Context: an optimization exercise on an open-source flow, tuned for a short achievable clock period and few clock cycles. The choices shown serve that exercise and are no tape-out recipe. RTL that was checked went through simulation tests only; none was proved equivalent to the original. Power is estimated from default activity; no workload was simulated.

## armreduced
module armreduced(
  input clk,
  input reset,
  output [31:0] pc,
  input [31:0] inst,
  input nIRQ,
  output [3:0] be,
  output [31:0] memaddr,
  output memwrite,
  output memread,
  output [31:0] writedata,
  input [31:0] readdata);
Size: ~6300 cells after synthesis, ~910 flip-flops, about 170 I/O pins.
export LEC_CHECK = 0
export CAP_MARGIN = 20
export CORE_MARGIN = 2
export CORE_UTILIZATION = 40
export SLEW_MARGIN = 20
create_clock -name core_clock -period 12.0 [get_ports {clk}]
standard.sh (not shown) runs the stock make flow with config.mk's settings and CLKGATE_MAP_FILE= SYNTH_SCRIPT=/design/flow/synth_recipe.tcl, a recipe that flattens the netlist after the stock synthesis.
==> flow/flow/run.sh <==
#!/bin/bash
# Standard ORFS layout, with timing repair asked to leave extra setup margin
# so that it optimises the paths beyond what the 12 ns clock requires.
set -euo pipefail
bash standard.sh SETUP_SLACK_MARGIN=9 finish > standard.log 2>&1
Testbench counts at the start, summed over its fixed seeds: cycles 35,345.
Change:
--- a/flow/flow/run.sh
+++ b/flow/flow/run.sh
@@ -4,2 +4,2 @@
 set -euo pipefail
-bash standard.sh SETUP_SLACK_MARGIN=9 finish > standard.log 2>&1
+bash standard.sh SETUP_SLACK_MARGIN=8 finish > standard.log 2>&1
After rerunning: Total power came out lower by roughly a tenth. Cell area came out lower by roughly a tenth. Sequential power barely changes. Critical path depth came out lower by 2. Via count came out lower by a few percent. Sequential share of layout area came out higher by 4.0 points. Global-route usage came out lower by 3.4 points. Wire length came out lower by roughly a tenth. Core utilization came out lower by 7.4 points.

Another version of the RTL of armreduced (not shown whole).
For scale: roughly 740 flip-flops, about 170 I/O pins.
Design armreduced, start of the top module:
module armreduced(
  input clk,
  input reset,
  output [31:0] pc,
  input [31:0] inst,
  input nIRQ,
  output [3:0] be,
  output [31:0] memaddr,
  output memwrite,
  output memread,
  output [31:0] writedata,
  input [31:0] readdata);
Settings: LEC_CHECK=0, CAP_MARGIN=20, CORE_MARGIN=2, CORE_UTILIZATION=40, SLEW_MARGIN=20; clock period 12.0 ns.
run.sh (not shown) runs the stock make flow with config.mk's settings and CLKGATE_MAP_FILE= SYNTH_SCRIPT=/design/flow/synth_recipe.tcl, a recipe that flattens the netlist after the stock synthesis.
Stock flow here: none of the scripts above is used.
The baseline went through all stages and came out clean.
Testbench counts at the start, summed over its fixed seeds: cycles 35,682.
Rerun with:
==> flow/flow/run.sh (new file) <==
#!/bin/bash
# Standard ORFS layout, with timing repair asked to leave extra setup margin
# so that it optimises the paths beyond what the 12 ns clock requires.
set -euo pipefail
bash standard.sh SETUP_SLACK_MARGIN=8 finish > standard.log 2>&1
==> flow/standard.sh (new file) <==
#!/bin/bash
# synth_recipe.tcl (not shown) runs the flow's synth.tcl, then flattens the netlist and writes it again
# the make line also repeats each setting of config.mk as NAME=value (left out here)
make -C /OpenROAD-flow-scripts/flow DESIGN_CONFIG=/design/flow/config.mk WORK_HOME=/design/flow/orfs CLKGATE_MAP_FILE= SYNTH_SCRIPT=/design/flow/synth_recipe.tcl "${@:-finish}"
removed: flow/run.sh
Effect:
- The changed run ran to the end with no violations
- maximum frequency goes up by well over a third
- critical path depth goes up by 4
- wire length went up by about a fifth
- global-route usage is higher by 3.4 points
- power increases by a little under a tenth
- final area climbs by roughly a tenth
- utilization goes up by 6.1 points
- via count rises by a little under a tenth
- hold slack improved by 0.0097 ns
- non-clock buffer count came out higher by 312

The RTL this note starts from:
==> flow/design.v <==
module alu (
  input  [31:0] a,
  input  [31:0] op2,
  input         sub,       
  input         usec,      
  input         cflag,
  input  [1:0]  lop,       
  output [31:0] result,
  output        cout,
  output        zero);
  wire [31:0] b2 = sub ? ~op2 : op2;
  wire        cin = usec ? cflag : sub;
  wire [32:0] sum = {1'b0, a} + {1'b0, b2} + {32'b0, cin};
  reg  [31:0] lres;
  always @(*)
    case (lop)
      2'd1: lres = a & op2;
      2'd2: lres = a ^ op2;
      default: lres = a | op2;
    endcase
  assign result = (lop == 2'd0) ? sum[31:0] : lres;
  assign cout = sub ? ~sum[32] : sum[32];
  wire [31:0] hs = a ^ b2;
  wire [31:0] cy = {a[30:0] | b2[30:0], cin};
  wire zarith = &(hs ~^ cy);
  assign zero = (lop == 2'd0) ? zarith : ~|lres;
endmodule
module decode (
  input  [31:0] inst,
  output        isbr,
  output        isld,
  output        isst,
  output        use_rn,
  output        use_rm,
  output        use_rd,      
  output        wreg,        
  output [3:0]  wrd,
  output        setf,        
  output        setc,        
  output        sub,
  output        usec,
  output [1:0]  lop,
  output        zeroa,       
  output        useimm,
  output [31:0] imm);
  wire       b27 = inst[27];
  wire       b26 = inst[26];
  wire       i   = inst[25];
  wire [3:0] op  = inst[24:21];
  wire       s   = inst[20];
  wire       isdp = ~b27 & ~b26;
  wire       ismem = ~b27 & b26;
  assign isbr = b27;
  assign isld = ismem & inst[20];
  assign isst = ismem & ~inst[20];
  wire is_mov = (op == 4'd13);
  wire is_cmp = (op == 4'd10);
  wire is_and = (op == 4'd0);
  wire is_eor = (op == 4'd1);
  wire is_orr = (op == 4'd12);
  wire is_add = (op == 4'd4);
  wire is_adc = (op == 4'd5);
  wire is_sbc = (op == 4'd6);
  wire logic_op = is_and | is_eor | is_orr;
  assign use_rn = ismem | (isdp & ~is_mov);
  assign use_rm = (isdp & ~i) | (ismem & i);
  assign use_rd = isst;
  assign wreg = (isdp & ~is_cmp) | isld | (b27 & inst[24]);
  assign wrd = b27 ? 4'd14 : inst[15:12];
  assign setf = isdp & (s | is_cmp);
  assign setc = isdp & (s | is_cmp) & ~logic_op;
  assign sub = ismem ? ~inst[23] : (isdp & ~(is_add | is_adc | is_mov));
  assign usec = isdp & (is_adc | is_sbc);
  assign lop = ~isdp ? 2'd0 : is_and ? 2'd1 : is_eor ? 2'd2 : is_orr ? 2'd3 : 2'd0;
  assign zeroa = isdp & is_mov;
  assign useimm = b27 | (isdp & i) | (ismem & ~i);
  assign imm = b27 ? 32'd0 : isdp ? {{24{inst[7]}}, inst[7:0]} : {20'd0, inst[11:0]};
endmodule
module armreduced(
  input clk,
  input reset,
  output [31:0] pc,
  input [31:0] inst,
  input nIRQ,
  output [3:0] be,
  output [31:0] memaddr,
  output memwrite,
  output memread,
  output [31:0] writedata,
  input [31:0] readdata);
  localparam NB = 8;            
  localparam LB = 3;
  reg [11:2] pcf;               
  reg [31:2] p_t, p_n, a_t, a_n;
  reg        p_s, a_s;
  reg [11:2] d_lo;              
  reg [32*15-1:0] rf;           
  reg zf, cf;
  reg [NB-1:0]    bt_v;
  reg [10*NB-1:0] bt_tag;
  reg [10*NB-1:0] bt_tgt;
  reg             bu_v;         
  reg [11:2]      bu_pc, bu_tgt;
  reg        d_valid, d_pt, d_setf;
  reg [31:0] ir;
  reg        e_valid, e_ld, e_st, e_wreg, e_setf, e_setc, e_sub, e_usec;
  reg [1:0]  e_lop;
  reg [3:0]  e_cond, e_rd;
  reg [31:0] e_a, e_b, e_s;
  reg        e_fa, e_fb, e_fs;
  reg        m_wen, m_ld, m_st;
  reg [3:0]  m_rd;
  reg [31:0] m_res, m_sd;
  assign be = 4'b1111;
  assign memaddr = m_res;
  assign memwrite = m_st;
  assign memread = m_ld;
  assign writedata = m_sd;
  assign pc = {20'd0, pcf, 2'b00};
  wire [31:0] wdata = m_ld ? readdata : m_res;
  wire e_cok = (e_cond[3:1] == 3'b111) | (e_cond[0] ^ zf);
  wire e_exec = e_valid & e_cok;
  wire [31:0] ea = e_fa ? m_res : e_a;
  wire [31:0] eb = e_fb ? m_res : e_b;
  wire [31:0] es = e_fs ? wdata : e_s;
  wire [31:0] alu_res;
  wire        alu_c, alu_z;
  alu ex (.a(ea), .op2(eb), .sub(e_sub), .usec(e_usec), .cflag(cf), .lop(e_lop),
    .result(alu_res), .cout(alu_c), .zero(alu_z));
  wire e_wz = e_exec & e_setf;
  wire znext = e_wz ? alu_z : zf;    
  wire [LB-1:0] bi = pcf[LB+1:2];
  wire          bhit = bt_v[bi] & (bt_tag[bi*10 +: 10] == pcf);
  wire [11:2]   bpred = bt_tgt[bi*10 +: 10];
  wire [11:2]   pcf4 = pcf + 10'd1;
  wire          i_zk = ~(d_valid & d_setf) & ~(e_valid & e_setf);
  wire          i_taken = inst[27] & ((inst[31:29] == 3'b111) | (i_zk & (inst[28] ^ zf)));
  wire [11:2]   i_tgt = pcf + 10'd2 + inst[9:0];
  wire f_br, f_ld, f_st, f_urn, f_urm, f_urd, f_wreg, f_setf, f_setc, f_sub, f_usec, f_zeroa, f_useimm;
  wire [1:0] f_lop;
  wire [3:0] f_wrd;
  wire [31:0] f_imm;
  decode dec (.inst(ir), .isbr(f_br), .isld(f_ld), .isst(f_st), .use_rn(f_urn), .use_rm(f_urm),
    .use_rd(f_urd), .wreg(f_wreg), .wrd(f_wrd), .setf(f_setf), .setc(f_setc), .sub(f_sub),
    .usec(f_usec), .lop(f_lop), .zeroa(f_zeroa), .useimm(f_useimm), .imm(f_imm));
  wire [3:0] rn = ir[19:16];
  wire [3:0] rm = ir[3:0];
  wire [3:0] rd = ir[15:12];
  wire [4:0] sh = ir[11:7];
  wire [31:2] off = {{6{ir[23]}}, ir[23:0]};
  wire [31:2] off2 = off + 30'd2;
  wire [31:2] d_pc8 = p_s ? p_t : p_n;
  wire [31:2] d_pc4 = p_s ? (p_t - 30'd1) : (p_n - 30'd1);
  wire [31:2] d_tgt = p_s ? (p_t + off) : (p_n + off);         
  wire [31:2] d_tgt8 = p_s ? (p_t + off2) : (p_n + off2);      
  wire [31:2] d_nxt8 = p_s ? (p_t + 30'd1) : (p_n + 30'd1);    
  wire [11:2] d_lo4 = d_lo + 10'd1;
  wire [31:0] vn = (rn == 4'd15) ? {d_pc8, 2'b00} : (m_wen && m_rd == rn) ? wdata : rf[rn*32 +: 32];
  wire [31:0] vm = (rm == 4'd15) ? {d_pc8, 2'b00} : (m_wen && m_rd == rm) ? wdata : rf[rm*32 +: 32];
  wire [31:0] vd = (rd == 4'd15) ? {d_pc8, 2'b00} : (m_wen && m_rd == rd) ? wdata : rf[rd*32 +: 32];
  wire e_w = e_valid & e_wreg;
  wire e_wx = e_exec & e_wreg;   
  wire hit_n = e_w & (e_rd == rn);
  wire hit_m = e_w & (e_rd == rm);
  wire hit_d = e_w & (e_rd == rd);
  wire stall = d_valid & ((f_urn & hit_n & e_ld) | (f_urm & hit_m & (e_ld | (sh != 5'd0))));
  wire d_cok = (ir[31:29] == 3'b111) | (ir[28] ^ znext);
  wire d_taken = f_br & d_cok;
  wire d_redirect = d_valid & (d_taken != d_pt);
  integer k;
  always @(posedge clk) begin
    if (reset) begin
      pcf <= 10'd0;
      a_n <= 30'd2;
      a_s <= 1'b0;
      rf <= {(32*15){1'b0}};
      zf <= 1'b0;
      cf <= 1'b0;
      bt_v <= {NB{1'b0}};
      bu_v <= 1'b0;
      d_valid <= 1'b0;
      e_valid <= 1'b0;
      m_wen <= 1'b0;
      m_ld <= 1'b0;
      m_st <= 1'b0;
    end else begin
      if (m_wen)
        for (k = 0; k < 15; k = k + 1)
          if (m_rd == k) rf[k*32 +: 32] <= wdata;
      if (e_wz) zf <= alu_z;
      if (e_exec & e_setc) cf <= alu_c;
      m_wen <= e_exec & e_wreg;
      m_ld <= e_exec & e_ld;
      m_st <= e_exec & e_st;
      e_valid <= d_valid & ~stall & (~f_br | f_wreg);
      if (d_redirect) d_valid <= 1'b0;
      else if (!stall) d_valid <= 1'b1;
      bu_v <= d_redirect & d_taken;
      if (bu_v)
        for (k = 0; k < NB; k = k + 1)
          if (bu_pc[LB+1:2] == k) begin
            bt_v[k] <= 1'b1;
            bt_tag[k*10 +: 10] <= bu_pc;
            bt_tgt[k*10 +: 10] <= bu_tgt;
          end
      if (d_redirect) pcf <= d_taken ? d_tgt[11:2] : d_lo4;
      else if (stall) pcf <= pcf;
      else if (i_taken) pcf <= i_tgt;
      else if (bhit) pcf <= bpred;
      else pcf <= pcf4;
    end
    if (!stall) begin
      ir <= inst;
      p_t <= d_valid ? d_tgt8 : a_t;
      p_n <= d_valid ? d_nxt8 : a_n;
      d_lo <= pcf;
      p_s <= d_valid ? d_taken : a_s;
      d_pt <= i_taken | bhit;
      d_setf <= ~inst[27] & ~inst[26] & (inst[20] | (inst[24:21] == 4'd10));
    end
    if (d_valid) begin
      a_t <= d_tgt8;
      a_n <= d_nxt8;
      a_s <= d_taken;
    end
    bu_pc <= d_lo;
    bu_tgt <= d_tgt[11:2];
    m_rd <= e_rd;
    m_res <= alu_res;
    m_sd <= es;
    e_ld <= f_ld;
    e_st <= f_st;
    e_wreg <= f_wreg;
    e_setf <= f_setf;
    e_setc <= f_setc;
    e_sub <= f_sub;
    e_usec <= f_usec;
    e_lop <= f_lop;
    e_cond <= ir[31:28];
    e_rd <= f_wrd;
    e_a <= f_br ? {d_pc4, 2'b00} : f_zeroa ? 32'd0 : vn;
    e_b <= f_useimm ? f_imm : (vm << sh);
    e_s <= vd;
    e_fa <= e_wx & (e_rd == rn) & ~f_br & ~f_zeroa;
    e_fb <= e_wx & (e_rd == rm) & ~f_useimm;
    e_fs <= e_wx & (e_rd == rd);
  end
endmodule
==> flow/config.mk <==
export PLATFORM = sky130hd
export DESIGN_NAME = armreduced
export DESIGN_NICKNAME = armreduced
export VERILOG_FILES = /design/flow/design.v
export SDC_FILE = /design/flow/constraint.sdc
export NUM_CORES = 4
export LEC_CHECK = 0
export CAP_MARGIN = 20
export CORE_MARGIN = 2
export CORE_UTILIZATION = 40
export SLEW_MARGIN = 20
==> flow/constraint.sdc <==
create_clock -name core_clock -period 12.0 [get_ports {clk}]
set_input_delay 2.4000 -clock core_clock [delete_from_list [all_inputs] [get_ports {clk}]]
set_output_delay 2.4000 -clock core_clock [all_outputs]
set_load 0.01 [all_outputs]
standard.sh (not shown) runs the stock make flow with config.mk's settings and CLKGATE_MAP_FILE= SYNTH_SCRIPT=/design/flow/synth_recipe.tcl, a recipe that flattens the netlist after the stock synthesis.
==> flow/flow/run.sh <==
#!/bin/bash
# Standard ORFS layout, with timing repair asked to leave extra setup margin
# so that it optimises the paths beyond what the 12 ns clock requires.
set -euo pipefail
bash standard.sh SETUP_SLACK_MARGIN=8 finish > standard.log 2>&1
The first run finished clean.
==> next run, changes <==
--- a/flow/flow/run.sh
+++ b/flow/flow/run.sh
@@ -4,2 +4,2 @@
 set -euo pipefail
-bash standard.sh SETUP_SLACK_MARGIN=8 finish > standard.log 2>&1
+bash standard.sh SETUP_SLACK_MARGIN=10 finish > standard.log 2>&1
Synthesized area stays the same.
Hold slack degrades by 0.0079 ns.
Critical path depth is unchanged.
Fmax decreases by 1.3%.
Global-route usage increases by 6.6 points.
First-iteration DRC count increases by about 40%.
Worst setup slack degrades by 0.055 ns.
Flip-flop and latch count is unchanged.
Core utilization increases by 12 points.
Die area does not change.
Synthesized cell count is unchanged.
Function was not checked in any run of this note: the RTL went through the layout flow alone.

[re-timing with driven ports]
How much do the figures lean on ideal ports? The routed layouts below were timed once more, with nothing changed but the port constraints. Step 1, drivers: a clkbuf_16 drives clk and a buf_2 each remaining input, both assumed. Step 2 adds t to the input delays and takes it off the output delays; t is the mean of the earliest and latest rising clock arrival at the registers after step 1. Input paths then give back, and output paths get back, about the clock's delay inside the block. Slacks: ideal ports / drivers / drivers and shift; pairs: ideal ports / drivers.
run | shift t [ns] | setup WS [ns] | latest minus earliest clock arrival (ns) | worst register clock-pin slew, ns | cell pins on the clock port's net
the first run of note 1 | 0.846 | 7.973 / 7.973 / 7.309 | 0.067 / 0.066 | 0.08 / 0.08 | 1
the second run of note 1 | 0.831 | 7.942 / 7.942 / 7.262 | 0.058 / 0.059 | 0.07 / 0.07 | 1
the first run of note 2 | 0.756 | 5.875 / 5.875 / 5.578 | 0.054 / 0.054 | 0.06 / 0.06 | 1
the second run of note 2 | 0.764 | 7.530 / 7.524 / 6.760 | 0.039 / 0.038 | 0.07 / 0.07 | 1
the first run of note 3 | 0.844 | 7.924 / 7.924 / 7.158 | 0.078 / 0.077 | 0.07 / 0.07 | 1
the second run of note 3 | 0.858 | 7.869 / 7.869 / 7.170 | 0.105 / 0.106 | 0.08 / 0.08 | 1
After both steps every run listed still meets setup and hold. The setup slack of the second run of note 2, which loses most, moves by -0.006 ns with the drivers and by -0.770 ns with both steps.
